This design comes from an exercise in tuning for small area on the open sky130 flow, not from production work. No functional check of the RTL was part of any run shown here. Power figures rest on the tool's default switching activity, not on a simulated workload.

[flow/config.mk]
export PLATFORM = sky130hd
export DESIGN_NAME = hockey
export DESIGN_NICKNAME = hockey
export VERILOG_FILES = /design/flow/design.v
export SDC_FILE = /design/flow/constraint.sdc
export NUM_CORES = 4
export LEC_CHECK = 0
export ABC_AREA = 1
export CAP_MARGIN = 20
export CORE_MARGIN = 2
export CORE_UTILIZATION = 40
export PLACE_DENSITY = 0.6
export SLEW_MARGIN = 20
[flow/constraint.sdc]
create_clock -name core_clock -period 5.0 [get_ports {clk}]
set_input_delay 1.0000 -clock core_clock [delete_from_list [all_inputs] [get_ports {clk}]]
set_output_delay 1.0000 -clock core_clock [all_outputs]
set_load 0.01 [all_outputs]
[flow/design.v]
module hockey(
    input clk,
    input rst,
    input BTN_A,
    input BTN_B,
    input [1:0] DIR_A,
    input [1:0] DIR_B,
    input [2:0] Y_in_A,
    input [2:0] Y_in_B,
    output [6:0] SSD5,
    output [6:0] SSD4,
    output [6:0] SSD2,
    output [6:0] SSD1,
    output [6:0] SSD0,
    output reg [2:0] X_COORD,
    output reg [2:0] Y_COORD,
    output LD0,
    output LD5,
    output LD6,
    output LD7,
    output LD8,
    output LD9,
    output LD15
    );
    localparam [2:0] IDLE = 3'd0,
                     DISP = 3'd1,
                     HIT  = 3'd2,
                     SEND = 3'd3,
                     RESP = 3'd4,
                     GOAL = 3'd5,
                     END0 = 3'd6,
                     ENDS = 3'd7;
    reg [2:0] p;
    reg s;
    reg [1:0] T;
    reg [1:0] d;
    reg [1:0] SA, SB;
    reg f;           
    reg s1;          
    reg m;           
    reg [2:0] v;     
    reg [4:0] led;   
    reg l0, l15;
    wire btn = s ? BTN_B : BTN_A;
    wire [1:0] dir = s ? DIR_B : DIR_A;
    wire [2:0] yin = s ? Y_in_B : Y_in_A;
    wire tend = (T == 2'd2);
    wire [1:0] dd = (p == SEND) ? d : dir;
    wire up = (dd == 2'd1);
    wire [2:0] yst = up ? ((Y_COORD == 3'd4) ? 3'd3 : Y_COORD + 3'd1)
                        : ((Y_COORD == 3'd0) ? 3'd1 : Y_COORD - 3'd1);
    wire [1:0] dst = up ? ((Y_COORD == 3'd4) ? 2'd2 : 2'd1)
                        : ((Y_COORD == 3'd0) ? 2'd1 : 2'd2);
    wire ymove = (d == 2'd1) || (d == 2'd2);
    wire [2:0] ynext = (tend && ymove) ? yst : Y_COORD;
    wire [4:0] xoh = 5'b1 << X_COORD;
    wire [1:0] conc = s ? SA : SB;    
    wire hit = btn && (Y_COORD == yin);
    always @(posedge clk or posedge rst) begin
        if (rst) begin
            p <= IDLE; s <= 0; T <= 0; d <= 0; SA <= 0; SB <= 0;
            f <= 0; s1 <= 0; m <= 0; v <= 0; led <= 0; l0 <= 0; l15 <= 0;
            X_COORD <= 0; Y_COORD <= 0;
        end else begin
            case (p)
            IDLE: begin
                if (BTN_A) p <= DISP;
                else if (BTN_B) begin p <= DISP; s <= 1; end
            end
            DISP: begin
                f <= 1; s1 <= 1;
                if (tend) begin T <= 0; p <= HIT; end
                else T <= T + 1;
            end
            HIT: begin
                led <= 0; f <= 0; s1 <= 0;
                if (s) l0 <= 1; else l15 <= 1;
                if (btn && yin < 5) begin
                    X_COORD <= {s, 2'b00}; Y_COORD <= yin; d <= dir; p <= SEND; s <= ~s;
                    m <= s & (X_COORD[2:1] == 2'b00);
                end
            end
            SEND: begin
                if (s) l15 <= 0; else l0 <= 0;
                led <= xoh; m <= 0;
                v <= (~s || Y_COORD != 0) ? ynext : v + {2'b0, tend && ymove};
                if (tend) begin
                    T <= 0;
                    if (d != 2'd3) begin
                        X_COORD <= s ? X_COORD + 1 : X_COORD - 1;
                        if (X_COORD == {1'b0, s, 1'b1}) p <= RESP;
                        if (ymove) begin d <= dst; Y_COORD <= yst; end
                    end
                end else T <= T + 1;
            end
            RESP: begin
                if (tend) begin
                    T <= 0; p <= GOAL;
                    if (s) SA <= SA + 1; else SB <= SB + 1;
                end else if (hit) begin
                    X_COORD <= {1'b0, s, 1'b1}; T <= 0; m <= 1;
                    if (dir != 2'd3) begin p <= SEND; s <= ~s; end
                    if (dir == 2'd0) d <= 0;
                    else if (dir != 2'd3) begin d <= dst; Y_COORD <= yst; end
                end else T <= T + 1;
            end
            GOAL: begin
                led <= 5'b11111; f <= 1;
                if (tend) begin
                    T <= 0;
                    p <= ((s ? SA : SB) == 2'd3) ? END0 : HIT;
                end else T <= T + 1;
            end
            default: begin  
                p <= ENDS;
                T <= T + 1;
                if (T == 2'd0) led <= ~led;
                if (SA == 2'd2 || SB == 2'd2) v <= 0;
            end
            endcase
        end
    end
    wire pa = (p == ENDS) && (SA == 2'd2);
    wire pb = (p == ENDS) && (SB == 2'd2);
    assign SSD5 = {pa, pa, 1'b0, pb, v};
    assign SSD4 = {4'b0, m ? X_COORD[1] : X_COORD[2], X_COORD[1] & ~m, X_COORD[0] & ~m};
    assign SSD2 = {5'b0, SA & {2{f}}};
    assign SSD0 = {5'b0, SB & {2{f}}};
    assign SSD1 = {{6{s1}}, 1'b0};
    assign {LD9, LD8, LD7, LD6, LD5} = led;
    assign LD0 = l0;
    assign LD15 = l15;
endmodule
[flow/flow/run.sh]
#!/bin/bash
# The standard layout (standard.sh), with two changes to how the layout is made:
#  - synthesis maps the logic with an area-oriented ABC script (flow/abc_area2.script) and
#    leaves adders as plain gates for ABC (ADDER_MAP_FILE empty); registers are unchanged;
#  - port buffers are the smallest buffer, buf_1.
set -euo pipefail
HERE=$(pwd)
rm -rf "$HERE/scripts_mod"
cp -r "$FLOW_HOME/scripts" "$HERE/scripts_mod"
sed -i "s|set abc_script \$::env(SCRIPTS_DIR)/abc_area.script|set abc_script $HERE/flow/abc_area2.script|" "$HERE/scripts_mod/synth_preamble.tcl"
grep -q "abc_area2.script" "$HERE/scripts_mod/synth_preamble.tcl"
export BUFFER_PORTS_ARGS="-buffer_cell sky130_fd_sc_hd__buf_1"
bash standard.sh SCRIPTS_DIR="$HERE/scripts_mod" ADDER_MAP_FILE= finish > standard.log 2>&1
[flow/flow/abc_area2.script]
strash
&get -n
&deepsyn -T 30
&put
dch
map -a
topo
[flow/standard.sh]
#!/bin/bash
# synth_recipe.tcl (not shown) runs the flow's synth.tcl, then flattens the netlist and writes it again
# the make line also repeats each setting of config.mk as NAME=value (left out here)
make -C /OpenROAD-flow-scripts/flow DESIGN_CONFIG=/design/flow/config.mk WORK_HOME=/design/flow/orfs CLKGATE_MAP_FILE= SYNTH_SCRIPT=/design/flow/synth_recipe.tcl "${@:-finish}"
==> results.cfg, run 1 <==
[setup_path]
cp_data_arrival_time_ps = 3360
crit_type = flip-flop to flip-flop
rr_endpoint = Y_COORD[2]
worstPathMaxFanout = 15
critPathMaxStageDelay_ps = 630
cp-startpoint = s
worstPathRequired_ps = 5200
slowest_stage = dfrtp_1
rrSetupSlack_ps = 1840
cp_top_family = compound AO/OA/AOI/OAI gates
cp_num_buf_inv = 4
timing.rr.start = s
endpoint_kind = flip-flop
rr_worst_depth = 16
cp_cell_sequence = clkinv_1 -> nand2_1 -> nand2_1 -> clkinv_1 -> o22ai_1 -> a21oi_1 -> o2111ai_1 -> o21ai_0 -> nand2_1 -> o21ai_0 -> nand2_1 -> clkinv_1 -> o21ai_0 -> clkinv_1 -> o21ai_0 -> a22oi_1
startpoint_type = flip-flop

[sta]
rsz0062_at_grt = false
finalCriticalPeriod_ps = 3160
setup_tns_ps = 0
setup_violations = 0
worst_pin_slew_ps = 567
finalClockSkew_ps = 4.37
fmax_ghz = 0.317
timing.slew.headroom_pct = 61.8
maxSlewViolCount = 0
period_share_pct = 63.1
fin_ws_ps = 1840
final_hold_viol_count = 0

[hold_path]
hold_end = SB[1]
worstHoldStart = SB[1]
worstHoldPathType = flip-flop to flip-flop
hold_depth = 1

[synthesis]
synth.distinct_cells = 25
synth_area_um2 = 2040
synth_ff_type = dfrtp_1
synth_mux_area_share_pct = 0
synth_edf_count = 0
synth-async-reset-ratio_pct = 100
synth_warnings = 1
seq_area_frac_synth_pct = 38.1
synth_top_family_by_area = compound AO/OA/AOI/OAI gates
netlist_instances = 287
synthSimpleGateAreaFrac_pct = 21.0
synth-compound-area-share_pct = 21.0
synthAdderAreaFrac_pct = 0
ys_ff_latch = 31
synthXorXnorAreaFrac_pct = 2.15
synth.avg_cell_area_um2 = 7.09

[die]
initial_core_util_pct = 42.3
dieArea_um2 = 5680
die_h_um = 75.3
num_rows = 25
dieWidth_um = 75.3
ios = 62
coreArea_um2 = 4820

[placement]
place_congestion = 0.883
placed_area_um2 = 2170
portBuffers = 45
hpwl_um = 3800
pre_cts_ws_ps = 1880

[layout]
area_growth_syn_to_layout_pct = 12.5
final_area_um2 = 2290
multiInputGateArea_um2 = 960
nNetsFinal = 345
diodes = 0
num-fill-cells = 493
drive_above_1_share_pct = 3.61
seq_area_um2 = 776

[global_routing]
grt_pass1_vias = 1689
grt_pass1_wl_um = 7980
grt_max_degree = 32
globalRouteOverflowTotal = 0
grt.total_usage_pct = 18.9
antenna_found_initial = 0

[clocking]
cts-root-buf = clkbuf_8
cts_tree = built
insertion_delay_ps = 280
clk_pin_slew_ps = 70
cts-resized-gates = 0
htreeDepth = 2
post_cts_buffers = 0
clockBufferDepth = 2
cts_inserted_buffers = 5
clock_sinks = 31
cts_hold_buf = 0

[power]
ir_drop_uv = 263
p_per_area_nw_per_um2 = 696
p_leak_nw = 0.957

[detailed_routing]
drc = 0
drt-total-wl_um = 4950
viasPerCell = 4.94
drtIter0Drc = 170
ant_nets = 0
num_vias = 1970
first_pass_iters = 4
avgRoutedWirePerCell_um = 12.4

[status]
status = no timing/DRC/antenna violations

[job]
drv_cap = 0
per-layer routing:
metal,GRT usage (%),part of all wire (%),vias up
li1,-,-,1004
met1,27.7,49,882
met2,27.0,42,78
met3,4.76,6.7,6
met4,6.63,1.4,0
met5,0,0,-
worst max-delay path by stage:
stage	to	cells after the start
3_5_place_dp	Y_COORD[2]	16
6_report	Y_COORD[2]	16
5_1_grt	Y_COORD[2]	16
4_1_cts	Y_COORD[2]	16
2_1_floorplan	d[1]	15
3_3_place_gp	d[1]	16
layout by cell type, fill, tap and decap left out, types with 2 or more instances in the layout:
cell type | Yosys | routed
nor3_1 | 4 | 4
dfrtp_1 | 31 | 31
nand3_1 | 7 | 7
conb_1 | 1 | 16
a21oi_1 | 13 | 13
nor4_1 | 2 | 2
nand2_1 | 55 | 55
o21ai_0 | 30 | 30
o22ai_1 | 5 | 5
o2111ai_1 | 2 | 2
buf_4 | 25 | 2
xor2_1 | 5 | 5
a31oi_1 | 4 | 4
a22oi_1 | 4 | 4
clkbuf_8 | 0 | 6
nor2_1 | 41 | 41
buf_1 | 0 | 45
clkinv_1 | 45 | 45
a32oi_1 | 2 | 2
o211ai_1 | 4 | 4
cells by family (layout without fill, tap and decap cells):
logic type | after synthesis | in the layout
and+or+nand+nor | 109 | 109
other | 1 | 16
xor gates and xnor gates | 5 | 5
AOI/OAI and AO/OA | 71 | 71
DFF | 31 | 31
buffers and inverters | 70 | 100
cells in the mapped netlist (5+ instances only):
| master | n | share of area, % |
|---|---|---|
| o21ai_0 | 30 | 7.4 |
| nand2_1 | 55 | 10 |
| buf_4 | 25 | 9.2 |
| clkinv_1 | 45 | 8.3 |
| nand3_1 | 7 | 1.7 |
| o22ai_1 | 5 | 1.5 |
| nor2_1 | 41 | 7.6 |
| xor2_1 | 5 | 2.2 |
| dfrtp_1 | 31 | 38 |
| a21oi_1 | 13 | 3.2 |
through the flow:
stage / power [mW] / hold slack (ps) / util [%] / cells
finish: 1.59 / 479 / 47.5 / 399
global route: 1.75 / 497 / 47.5 / 399
CTS: 1.60 / 484 / 47.5 / 399
detailed placement: 1.33 / 472 / 45.1 / 391
global placement: 1.33 / 465 / 45.1 / 391
floorplan: 1.11 / 449 / - / 302
flip-flops by register name, indices dropped and copies added, names as in the netlist:
signal / count
l15: 1
led: 5
SB: 2
T: 2
SA: 2
v: 3
f: 1
m: 1
p: 3
l0: 1
d: 2
X_COORD: 3
Y_COORD: 3
s1: 1
s: 1
power breakdown:
group	total, mW	internal (mW)	switching [mW]
Clock	0.257	0.161	0.0958
Combinational	0.844	0.271	0.573
Sequential	0.493	0.365	0.128
Total	1.59	0.797	0.797
final cells by class:
cell class / count / area share (%)
clock buffer: 6 / 3.61
clock inverter: 2 / 1.53
inverter: 45 / 7.38
multi-input combinational: 201 / 41.9
sequential: 31 / 33.9
tap: 67 / 3.66
timing repair buffer: 47 / 8.03
==> inputs of run 2 (changes only) <==
--- a/flow/config.mk
+++ b/flow/config.mk
@@ -10,4 +10,5 @@
 export CORE_MARGIN = 2
 export CORE_UTILIZATION = 40
+export CTS_BUF_LIST = sky130_fd_sc_hd__clkbuf_2 sky130_fd_sc_hd__clkbuf_4
 export PLACE_DENSITY = 0.6
 export SLEW_MARGIN = 20
==> run 2 against run 1 <==
Sequential power about the same. Die area unchanged. Cell area down 1.8%. Sequential share of layout area up 0.62 points. Area after synthesis unchanged. Wire length up 0.30%. Sequential cell count unchanged. Critical path depth unchanged. Fmax down 0.39%. Setup slack worse by 12 ps. Cell count unchanged. First-iteration DRC count up 1.2%. Critical endpoint unchanged. Largest power group unchanged.
==> results.cfg, run 2 <==
[setup_path]
cp_data_arrival_time_ps = 3430
timing.rr.start = s
endpoint_kind = flip-flop
worstPathMaxFanout = 15
slowest_stage = dfrtp_1
cp_cell_sequence = clkinv_1 -> nand2_1 -> nand2_1 -> clkinv_1 -> o22ai_1 -> a21oi_1 -> o2111ai_1 -> o21ai_0 -> nand2_1 -> o21ai_0 -> nand2_1 -> clkinv_1 -> o21ai_0 -> clkinv_1 -> o21ai_0 -> a22oi_1
rr_worst_depth = 16
critPathMaxStageDelay_ps = 640
cp_top_family = compound AO/OA/AOI/OAI gates
worstPathRequired_ps = 5260
cp_num_buf_inv = 4
startpoint_type = flip-flop
rrSetupSlack_ps = 1830
crit_type = flip-flop to flip-flop
rr_endpoint = Y_COORD[2]

[synthesis]
yosysTopAreaCell = dfrtp_1
yosysMostFrequentCell = nand2_1
synth.distinct_cells = 25
synth_warnings = 1
netlist_instances = 287
synth.avg_cell_area_um2 = 7.09
synth_ff_type = dfrtp_1
ys_top_cells_by_count = nand2_1, clkinv_1, nor2_1
ys_ff_latch = 31
seq_area_frac_synth_pct = 38.1
yosys-top-cells-area = dfrtp_1, nand2_1, buf_4, clkinv_1, nor2_1
synth_area_um2 = 2040
synth-async-reset-ratio_pct = 100
synth_edf_count = 0
synth_top_area_share_pct = 38.1

[sta]
setup_violations = 0
final_hold_viol_count = 0
maxSlewViolCount = 0
timing.slew.headroom_pct = 61.8
finalCriticalPeriod_ps = 3170
rsz0062_at_grt = false
period_share_pct = 63.4
fmax_ghz = 0.316
finalClockSkew_ps = 13.0
worst_pin_slew_ps = 567
setup_tns_ps = 0

[layout]
regMostFlops = led
area_growth_syn_to_layout_pct = 10.4
drive_above_1_share_pct = 3.31
diodes = 0
largest_register_ff_count = 5
layout_common_cells = nand2_1, clkinv_1, buf_1
final_common_cell = nand2_1
nNetsFinal = 345
final_area_um2 = 2250

[power]
switchingPower_mw = 0.793
p_int_mw = 0.738
ir_drop_uv = 262
p_per_area_nw_per_um2 = 681
p_clk_share_pct = 12.9
total_power_mw = 1.53
seq_power_share_pct = 32.2
combPwrFrac_pct = 54.9
p_sw_share_pct = 51.8
p_leak_nw = 0.939

[detailed_routing]
first_pass_iters = 4
avgRoutedWirePerCell_um = 12.4
drtIter0Drc = 172
dr_wl_met2_um = 2110
drt-total-wl_um = 4970
num_vias = 1984
drc = 0
highest_layer = met4
ant_nets = 0
route.met3.wl_um = 282
wl_met1_um = 2490
viasPerCell = 4.97

[status]
status = no timing/DRC/antenna violations

[hold_path]
worstHoldStart = SB[1]
worstHoldPathType = flip-flop to flip-flop
hold_end = SB[1]
hold_depth = 1

[global_routing]
grt_max_degree = 32
grt.total_usage_pct = 18.8
globalRouteOverflowTotal = 0
antenna_found_initial = 0
grt_pass1_vias = 1691
grt_pass1_wl_um = 7980

[clocking]
post_cts_buffers = 0
cts_tree = built
cts-root-buf = clkbuf_4
clock_sinks = 31
cts_inserted_buffers = 5
clockBufferDepth = 2
clk_pin_slew_ps = 100
insertion_delay_ps = 350
cts-resized-gates = 0
htreeDepth = 2
cts_hold_buf = 0

[die]
die_h_um = 75.3
initial_core_util_pct = 42.3
dieWidth_um = 75.3
ios = 62
coreArea_um2 = 4820
num_rows = 25
dieArea_um2 = 5680

[placement]
portBuffers = 45
place_congestion = 0.883
hpwl_um = 3800
placed_area_um2 = 2170

[job]
drv_cap = 0
==> run 2: cell types whose count changed in the layout (fill, tap and decap cells not counted), sizes merged <==
cell | before | now
clkbuf | 6 | 5
clkinv | 46 | 47
==> run 2: worst reg2reg max path, stage by stage, from the launching register on <==
cell and delay, ps:
dfrtp_1 640, clkinv_1 450, nand2_1 160, nand2_1 110
clkinv_1 60, o22ai_1 50, a21oi_1 120, o2111ai_1 110
o21ai_0 310, nand2_1 130, o21ai_0 210, nand2_1 140
clkinv_1 110, o21ai_0 140, clkinv_1 120, o21ai_0 90
a22oi_1 140
==> run 2: routing by layer <==
layer  track usage [%]  vias up
met5                 0        -
met4              6.43        0
met3              5.03        9
met2              27.0       76
met1              27.4      894
li1                  -     1005
==> run 2: metrics by stage <==
stage	worst slack (ps)	hold slack, ps	std cells	utilization, %
after global placement	1960	465	391	45.1
after global routing	1370	503	399	46.7
after floorplan	2340	449	302	-
after CTS	1850	489	399	46.7
final	1830	485	399	46.7
after detailed placement	1880	472	391	45.1
==> run 2: power groups by stage <==
stage | clock network, mW | registers (mW) | logic [mW]
after global routing | 0.215 | 0.514 | 0.958
after floorplan | 0 | 0.493 | 0.617
after detailed placement | 0 | 0.496 | 0.836
after CTS | 0.198 | 0.492 | 0.840
after global placement | 0 | 0.497 | 0.836
final | 0.197 | 0.492 | 0.841
==> run 2: final cells by class <==
cell class	count	area, µm²
well taps	67	83.8
fillers	504	2570
clock inverters	3	38.8
repair buffers	47	184
inverters	45	169
clock buffers	5	37.5
flip-flops and latches	31	776
multi-input cells	201	960
==> run 2: worst max path at each step <==
stage,start,to,slack (ps),cells after the start
floorplan,Y_in_B[2],d[1],2340,15
global placement,Y_in_B[2],d[1],1960,16
detailed placement,s,Y_COORD[2],1880,16
CTS,s,Y_COORD[2],1850,16
global route,s,Y_COORD[2],1370,16
finish,s,Y_COORD[2],1830,16
==> run 2: logic make-up (layout without fill, tap and decap cells) <==
logic type | after synthesis | count (layout) | share of synthesized area, %
compound gates | 71 | 71 | 21.0
xor+xnor | 5 | 5 | 2.15
buf+inv | 70 | 100 | 17.5
flops | 31 | 31 | 38.1
other cells | 1 | 16 | 0.184
simple gates | 109 | 109 | 21.0
==> inputs of run 3 (changes only) <==
--- a/flow/design.v
+++ b/flow/design.v
@@ -37,8 +37,7 @@
     reg [1:0] SA, SB;
     reg f;           
-    reg s1;          
     reg m;           
     reg [2:0] v;     
-    reg [4:0] led;   
+    reg [2:0] L;     
     reg l0, l15;
     wire btn = s ? BTN_B : BTN_A;
@@ -54,5 +53,4 @@
     wire ymove = (d == 2'd1) || (d == 2'd2);
     wire [2:0] ynext = (tend && ymove) ? yst : Y_COORD;
-    wire [4:0] xoh = 5'b1 << X_COORD;
     wire [1:0] conc = s ? SA : SB;    
     wire hit = btn && (Y_COORD == yin);
@@ -60,5 +58,5 @@
         if (rst) begin
             p <= IDLE; s <= 0; T <= 0; d <= 0; SA <= 0; SB <= 0;
-            f <= 0; s1 <= 0; m <= 0; v <= 0; led <= 0; l0 <= 0; l15 <= 0;
+            f <= 0; m <= 0; v <= 0; L <= 0; l0 <= 0; l15 <= 0;
             X_COORD <= 0; Y_COORD <= 0;
         end else begin
@@ -69,10 +67,10 @@
             end
             DISP: begin
-                f <= 1; s1 <= 1;
+                f <= 1;
                 if (tend) begin T <= 0; p <= HIT; end
                 else T <= T + 1;
             end
             HIT: begin
-                led <= 0; f <= 0; s1 <= 0;
+                L <= 0; f <= 0;
                 if (s) l0 <= 1; else l15 <= 1;
                 if (btn && yin < 5) begin
@@ -83,5 +81,5 @@
             SEND: begin
                 if (s) l15 <= 0; else l0 <= 0;
-                led <= xoh; m <= 0;
+                L <= X_COORD ^ 3'b101; m <= 0;
                 v <= (~s || Y_COORD != 0) ? ynext : v + {2'b0, tend && ymove};
                 if (tend) begin
@@ -106,5 +104,5 @@
             end
             GOAL: begin
-                led <= 5'b11111; f <= 1;
+                L <= 3'b010; f <= 1;
                 if (tend) begin
                     T <= 0;
@@ -115,5 +113,5 @@
                 p <= ENDS;
                 T <= T + 1;
-                if (T == 2'd0) led <= ~led;
+                if (T == 2'd0) L[1] <= ~L[1];
                 if (SA == 2'd2 || SB == 2'd2) v <= 0;
             end
@@ -127,6 +125,11 @@
     assign SSD2 = {5'b0, SA & {2{f}}};
     assign SSD0 = {5'b0, SB & {2{f}}};
-    assign SSD1 = {{6{s1}}, 1'b0};
-    assign {LD9, LD8, LD7, LD6, LD5} = led;
+    assign SSD1 = {{6{f & ~|{SA, SB}}}, 1'b0};
+    wire lon = (L == 3'b010);
+    assign LD5 = lon | (L == 3'd5);
+    assign LD6 = lon | (L == 3'd4);
+    assign LD7 = lon | (L == 3'd7);
+    assign LD8 = lon | (L == 3'd6);
+    assign LD9 = lon | (L == 3'd1);
     assign LD0 = l0;
     assign LD15 = l15;
--- a/flow/flow/run.sh
+++ b/flow/flow/run.sh
@@ -3,5 +3,6 @@
 #  - synthesis maps the logic with an area-oriented ABC script (flow/abc_area2.script) and
 #    leaves adders as plain gates for ABC (ADDER_MAP_FILE empty); registers are unchanged;
-#  - port buffers are the smallest buffer, buf_1.
+#  - port buffers are the smallest buffer, buf_1;
+#  - clock tree: one level of clkbuf_8, no dummy loads.
 set -euo pipefail
 HERE=$(pwd)
@@ -11,3 +12,4 @@
 grep -q "abc_area2.script" "$HERE/scripts_mod/synth_preamble.tcl"
 export BUFFER_PORTS_ARGS="-buffer_cell sky130_fd_sc_hd__buf_1"
+export CTS_ARGS="${MY_CTS_ARGS:--sink_clustering_enable -repair_clock_nets -dont_use_dummy_load -buf_list sky130_fd_sc_hd__clkbuf_8 -sink_clustering_size 40 -sink_clustering_max_diameter 400}"
 bash standard.sh SCRIPTS_DIR="$HERE/scripts_mod" ADDER_MAP_FILE= finish > standard.log 2>&1
--- a/flow/config.mk
+++ b/flow/config.mk
@@ -10,5 +10,4 @@
 export CORE_MARGIN = 2
 export CORE_UTILIZATION = 40
-export CTS_BUF_LIST = sky130_fd_sc_hd__clkbuf_2 sky130_fd_sc_hd__clkbuf_4
 export PLACE_DENSITY = 0.6
 export SLEW_MARGIN = 20
==> run 3 against run 2 <==
Still clean. Fmax is 20% lower. Global-route usage is 0.22 points higher. Count of clock-buffer cells in the layout is 2 lower. Synthesized cell count is 7.3% lower. Clock skew is 5.6 ps lower. Critical path type unchanged.
==> results.cfg, run 3 <==
[placement]
dpl.cell_count = 354
place_congestion = 0.874
portBuffers = 45
hpwl_um = 3750

[sta]
period_share_pct = 79.5
final_hold_viol_count = 0
finalCriticalPeriod_ps = 3970
setup_tns_ps = 0
fmax_ghz = 0.252
setup_violations = 0
rsz0062_at_grt = false
timing.slew.headroom_pct = 60.1
maxSlewViolCount = 0
worst_pin_slew_ps = 598
hold_slack_ps = 508
finalClockSkew_ps = 7.43

[clocking]
clockBufferDepth = 2
cts-root-buf = clkbuf_8
clk_pin_slew_ps = 100
cts_inserted_buffers = 3
insertion_delay_ps = 270
cts_tree = built
cts-resized-gates = 0
cts_hold_buf = 0
post_cts_buffers = 0
clock_sinks = 28
htreeDepth = 1

[setup_path]
startpoint_type = flip-flop
cpMostUsedCell = nand2_1
rr_worst_depth = 15
cp_top_family = simple AND/OR/NAND/NOR gates
rr_endpoint = d[0]
cp_data_arrival_time_ps = 4130
cp_cell_sequence = clkinv_1 -> nand2_1 -> nand2_1 -> a22oi_1 -> o21ai_0 -> o41ai_1 -> nand3_1 -> nor2_1 -> clkinv_1 -> nand2_1 -> nand2_1 -> nor2_1 -> nand2_1 -> a32oi_1 -> a21oi_1
cp_num_buf_inv = 2
worstPathMaxFanout = 18
crit_type = flip-flop to flip-flop
critPathMaxStageDelay_ps = 720
slowest_stage = dfrtp_1
rrSetupSlack_ps = 1030
endpoint_kind = flip-flop
worstPathRequired_ps = 5150
timing.rr.start = s

[synthesis]
ys_ff_latch = 28
ys_top_cells_by_count = nand2_1, nor2_1, clkinv_1
yosys-top-cells-area = dfrtp_1, nand2_1, buf_4, nor2_1, clkinv_1
synth.avg_cell_area_um2 = 7.10
yosysMostFrequentCell = nand2_1
synth.distinct_cells = 24
seq_area_frac_synth_pct = 37.1
netlist_instances = 266
synth-async-reset-ratio_pct = 100
synth_top_area_share_pct = 37.1
yosysTopAreaCell = dfrtp_1
synth_warnings = 1
synth_ff_type = dfrtp_1
synth_edf_count = 0
synth_area_um2 = 1890

[detailed_routing]
avgRoutedWirePerCell_um = 13.2
first_pass_iters = 4
drtIter0Drc = 110
viasPerCell = 5.17
drt-total-wl_um = 4730
drc = 0
num_vias = 1845
ant_nets = 0

[layout]
final_common_cell = nand2_1
diodes = 0
nNetsFinal = 321
layout_common_cells = nand2_1, buf_1, nor2_1
drive_above_1_share_pct = 1.64
final_core_util_pct = 45.9
num-fill-cells = 473
area_growth_syn_to_layout_pct = 8.02
fin_cells = 357

[status]
status = no timing/DRC/antenna violations

[global_routing]
grt_max_degree = 29
antenna_found_initial = 0
globalRouteOverflowTotal = 0
grt_pass1_vias = 1662
grt_pass1_wl_um = 7900
grt.total_usage_pct = 19.0

[hold_path]
hold_depth = 1
hold_end = SA[0]
worstHoldStart = SA[0]
worstHoldPathType = flip-flop to flip-flop

[die]
num_rows = 24
coreArea_um2 = 4440
dieWidth_um = 72.7
dieArea_um2 = 5290
ios = 62
initial_core_util_pct = 42.5
die_h_um = 72.7

[power]
p_leak_nw = 0.871
ir_drop_uv = 91.4
p_per_area_nw_per_um2 = 181

[job]
drv_cap = 0
run 3: cells by family after synthesis:
| group | synth area share, % |
|---|---|
| AOI/OAI and AO/OA | 19.7 |
| xor gates and xnor gates | 4.18 |
| buffers and inverters | 16.3 |
| DFF | 37.1 |
| other | 0.199 |
| and+or+nand+nor | 22.5 |
run 3: how the worst max path moves through the flow:
| stage | startpoint | end | slack [ps] | depth (start not counted) |
|---|---|---|---|---|
| after floorplan | Y_in_B[0] | d[0] | 1820 | 14 |
| after global placement | s | d[0] | 1320 | 15 |
| after detailed placement | s | d[0] | 1100 | 15 |
| after CTS | s | d[0] | 1070 | 15 |
| after global routing | s | d[0] | 560 | 15 |
| final | s | d[0] | 1030 | 15 |
run 3: metal layers:
metal	up-vias	wire, µm	share of wire (%)	track usage [%]
li1	932	-	-	-
met1	841	2190	46	28.1
met2	68	2210	47	30.3
met3	4	293	6.2	2.07
met4	0	31	0.66	3.70
met5	-	0	0	0
run 3: power breakdown:
part	total (mW)	internal, mW	switching, mW	leakage, nW
clock network	0.122	0.0540	0.0684	0.0216
registers	0.226	0.226	0	0.356
logic	0.0210	0.00471	0.0163	0.493
run 3: cell type report:
type | count | area [µm²] | share of cell area [%]
multi-input combinational | 195 | 936 | 45.9
inverter | 34 | 128 | 6.26
sequential | 28 | 701 | 34.4
timing repair buffer | 45 | 169 | 8.28
clock buffer | 3 | 41.3 | 2.02
tap | 52 | 65.1 | 3.19
run 3: stage by stage:
step	power, mW	cell area [µm²]	setup WS [ps]
floorplan	0.254	1940	1820
detailed placement	0.252	2000	1100
CTS	0.377	2040	1070
global placement	0.252	2000	1320
global route	0.385	2040	562
finish	0.370	2040	1030
==> inputs of run 4 (changes only) <==
--- a/flow/flow/run.sh
+++ b/flow/flow/run.sh
@@ -13,3 +13,3 @@
 export BUFFER_PORTS_ARGS="-buffer_cell sky130_fd_sc_hd__buf_1"
 export CTS_ARGS="${MY_CTS_ARGS:--sink_clustering_enable -repair_clock_nets -dont_use_dummy_load -buf_list sky130_fd_sc_hd__clkbuf_8 -sink_clustering_size 40 -sink_clustering_max_diameter 400}"
-bash standard.sh SCRIPTS_DIR="$HERE/scripts_mod" ADDER_MAP_FILE= finish > standard.log 2>&1
+bash standard.sh SCRIPTS_DIR="$HERE/scripts_mod" ADDER_MAP_FILE= SKIP_REPAIR_TIE_FANOUT=1 finish > standard.log 2>&1
==> run 4 against run 3 <==
Via count down 1.2%. Fmax down 1.8%. Core utilization shrank 1.3 points. Wire length increased by 2.3%. Clock power hardly changed. Sequential share of layout area grew 0.98 points. Sequential power about the same. Worst hold slack gained 1.1 ps. Die area did not move. Cell area fell by 2.8%. Critical endpoint unchanged.
==> results.cfg, run 4 <==
[setup_path]
critPathMaxStageDelay_ps = 740
endpoint_kind = flip-flop
cp_cell_sequence = clkinv_1 -> nand2_1 -> nand2_1 -> a22oi_1 -> o21ai_0 -> o41ai_1 -> nand3_1 -> nor2_1 -> clkinv_1 -> nand2_1 -> nand2_1 -> nor2_1 -> nand2_1 -> a32oi_1 -> a21oi_1
crit_type = flip-flop to flip-flop
slowest_stage = dfrtp_1
cp_top_family = simple AND/OR/NAND/NOR gates
rrSetupSlack_ps = 950
critPathCapture = d[0]
worstPathRequired_ps = 5140
cp_num_buf_inv = 2
cp_data_arrival_time_ps = 4190
rr_worst_depth = 15
path_depth = 15
worstPathMaxFanout = 18
timing.rr.start = s
cpMostUsedCell = nand2_1
startpoint_type = flip-flop
rr_endpoint = d[0]
cp-startpoint = s

[layout]
final_area_um2 = 1980
layout_common_cells = nand2_1, buf_1, nor2_1
final_core_util_pct = 44.6
diodes = 0
nNetsFinal = 306
final_common_cell = nand2_1
drive_above_1_share_pct = 1.72
area_growth_syn_to_layout_pct = 5.04
num-fill-cells = 470

[sta]
fin_ws_ps = 954
timing.slew.headroom_pct = 59.4
maxSlewViolCount = 0
fmax_ghz = 0.247
worst_pin_slew_ps = 607
finalClockSkew_ps = 11.5
setup_violations = 0
finalCriticalPeriod_ps = 4050
rsz0062_at_grt = false
setup_tns_ps = 0
period_share_pct = 80.9
final_hold_viol_count = 0

[clocking]
clockBufferDepth = 2
htreeDepth = 1
clk_pin_slew_ps = 90
cts_inserted_buffers = 3
post_cts_buffers = 0
clock_sinks = 28
cts-resized-gates = 0
cts-root-buf = clkbuf_8
cts_hold_buf = 0
cts_tree = built
insertion_delay_ps = 280

[power]
combPwrFrac_pct = 5.6
p_per_area_nw_per_um2 = 187
seq_power_share_pct = 60.9
switchingPower_mw = 0.0864
p_sw_share_pct = 23.2
ir_drop_uv = 84.3
p_clk_share_pct = 33.4
p_int_mw = 0.285
total_power_mw = 0.371
p_leak_nw = 0.822

[die]
initial_core_util_pct = 42.5
ios = 62
coreArea_um2 = 4440
die_h_um = 72.7
dieWidth_um = 72.7
dieArea_um2 = 5290
num_rows = 24

[global_routing]
globalRouteOverflowTotal = 0
grt_max_degree = 29
grt_pass1_vias = 1740
antenna_found_initial = 0
grt.total_usage_pct = 19.4
grt_pass1_wl_um = 8070

[detailed_routing]
first_pass_iters = 4
drt-total-wl_um = 4840
avgRoutedWirePerCell_um = 14.1
drc = 0
viasPerCell = 5.33
ant_nets = 0
num_vias = 1823
drtIter0Drc = 73

[synthesis]
yosysTopAreaCell = dfrtp_1
synth_edf_count = 0
yosysMostFrequentCell = nand2_1
yosys-top-cells-area = dfrtp_1, nand2_1, buf_4, nor2_1, clkinv_1
seq_area_frac_synth_pct = 37.1
ys_top_cells_by_count = nand2_1, nor2_1, clkinv_1
synth-async-reset-ratio_pct = 100
synth_area_um2 = 1890
synth_ff_type = dfrtp_1
ys_ff_latch = 28
netlist_instances = 266
synth.avg_cell_area_um2 = 7.10
synth_top_area_share_pct = 37.1
synth.distinct_cells = 24
synth_warnings = 1

[placement]
place_congestion = 0.883
placed_area_um2 = 1940
pre_cts_ws_ps = 1050
portBuffers = 45
hpwl_um = 3750

[status]
status = no timing/DRC/antenna violations

[hold_path]
worstHoldPathType = flip-flop to flip-flop

[job]
drv_cap = 0
==> run 4: cell counts after synthesis <==
Identical to the previous run, type by type.
==> run 4: metal layers <==
metal	vias to the layer above	share of wire [%]	track usage, %
met2	62	45	30.9
li1	925	-	-
met1	830	49	27.7
met3	6	5.5	2.62
met4	0	0.93	5.35
met5	-	0	0
==> run 4: area by class of cell <==
class / count / area, µm² / area share, %
Clock buffer: 3 / 41.3 / 2.08
Sequential cell: 28 / 701 / 35.3
Tap cell: 52 / 65.1 / 3.28
Inverter: 34 / 128 / 6.44
Timing Repair Buffer: 45 / 169 / 8.52
Multi-Input combinational cell: 180 / 880 / 44.4
==> run 4: cell families (layout without fill, tap and decap cells) <==
logic type,after synthesis,count (layout),synth area share [%]
AOI/OAI and AO/OA,63,63,19.7
and+or+nand+nor,107,107,22.5
buffers and inverters,58,82,16.3
xor gates and xnor gates,9,9,4.18
DFF,28,28,37.1
other,1,1,0.199
==> run 4: worst register-to-register path: stages, from the launching register on <==
cell and delay [ps]:
dfrtp_1 740, clkinv_1 520, nand2_1 160, nand2_1 110, a22oi_1 170, o21ai_0 100
o41ai_1 350, nand3_1 240, nor2_1 340, clkinv_1 230, nand2_1 100, nand2_1 90
nor2_1 360, nand2_1 90, a32oi_1 230, a21oi_1 90
==> run 4: stage by stage <==
stage	std cells	hold WS (ps)
after detailed placement	339	495
after global placement	339	501
after floorplan	266	470
after global routing	342	535
after CTS	342	510
final	342	509
==> run 4: worst min-delay path by stage <==
stage | from | to | slack, ps | depth (start not counted)
2_1_floorplan | SA[0] | SA[0] | 470 | 1
3_3_place_gp | SA[0] | SA[0] | 500 | 1
3_5_place_dp | SA[0] | SA[0] | 490 | 1
4_1_cts | SA[0] | SA[0] | 510 | 1
5_1_grt | SA[0] | SA[0] | 530 | 1
6_report | SA[0] | SA[0] | 510 | 1
==> run 4: power by group through the flow <==
stage / sequential, mW / clock (mW) / combinational, mW
2_1_floorplan: 0.231 / 0 / 0.0233
3_3_place_gp: 0.231 / 0 / 0.0211
3_5_place_dp: 0.231 / 0 / 0.0211
4_1_cts: 0.226 / 0.127 / 0.0211
5_1_grt: 0.226 / 0.141 / 0.0243
6_report: 0.226 / 0.124 / 0.0210

==> re-timing with driven ports <==
The results above use ideal ports. As a check the final layouts listed here were re-extracted and re-timed, cells and wires unchanged.
Step 1 assumes that a clkbuf_16 drives the clock port and a buf_2 every other input.
Step 2 also shifts input and output timing later by t, the mid clock arrival at the registers, as if the neighbouring blocks saw the same clock.
Slacks: ideal / step 1 / step 2; pairs: ideal / step 1.
| run | t, ns | setup WS [ns] | latest minus earliest clock arrival (ns) | pins driven straight from the clock port |
|---|---|---|---|---|
| run 1 | 0.310 | 1.845 / 1.845 / 1.845 | 0.004 / 0.005 | 1 |
| run 2 | 0.365 | 1.832 / 1.832 / 1.832 | 0.013 / 0.014 | 1 |
| run 3 | 0.293 | 1.025 / 1.025 / 1.025 | 0.007 / 0.008 | 1 |
| run 4 | 0.296 | 0.954 / 0.954 / 0.954 | 0.012 / 0.012 | 1 |
After both steps every run listed still meets setup and hold.
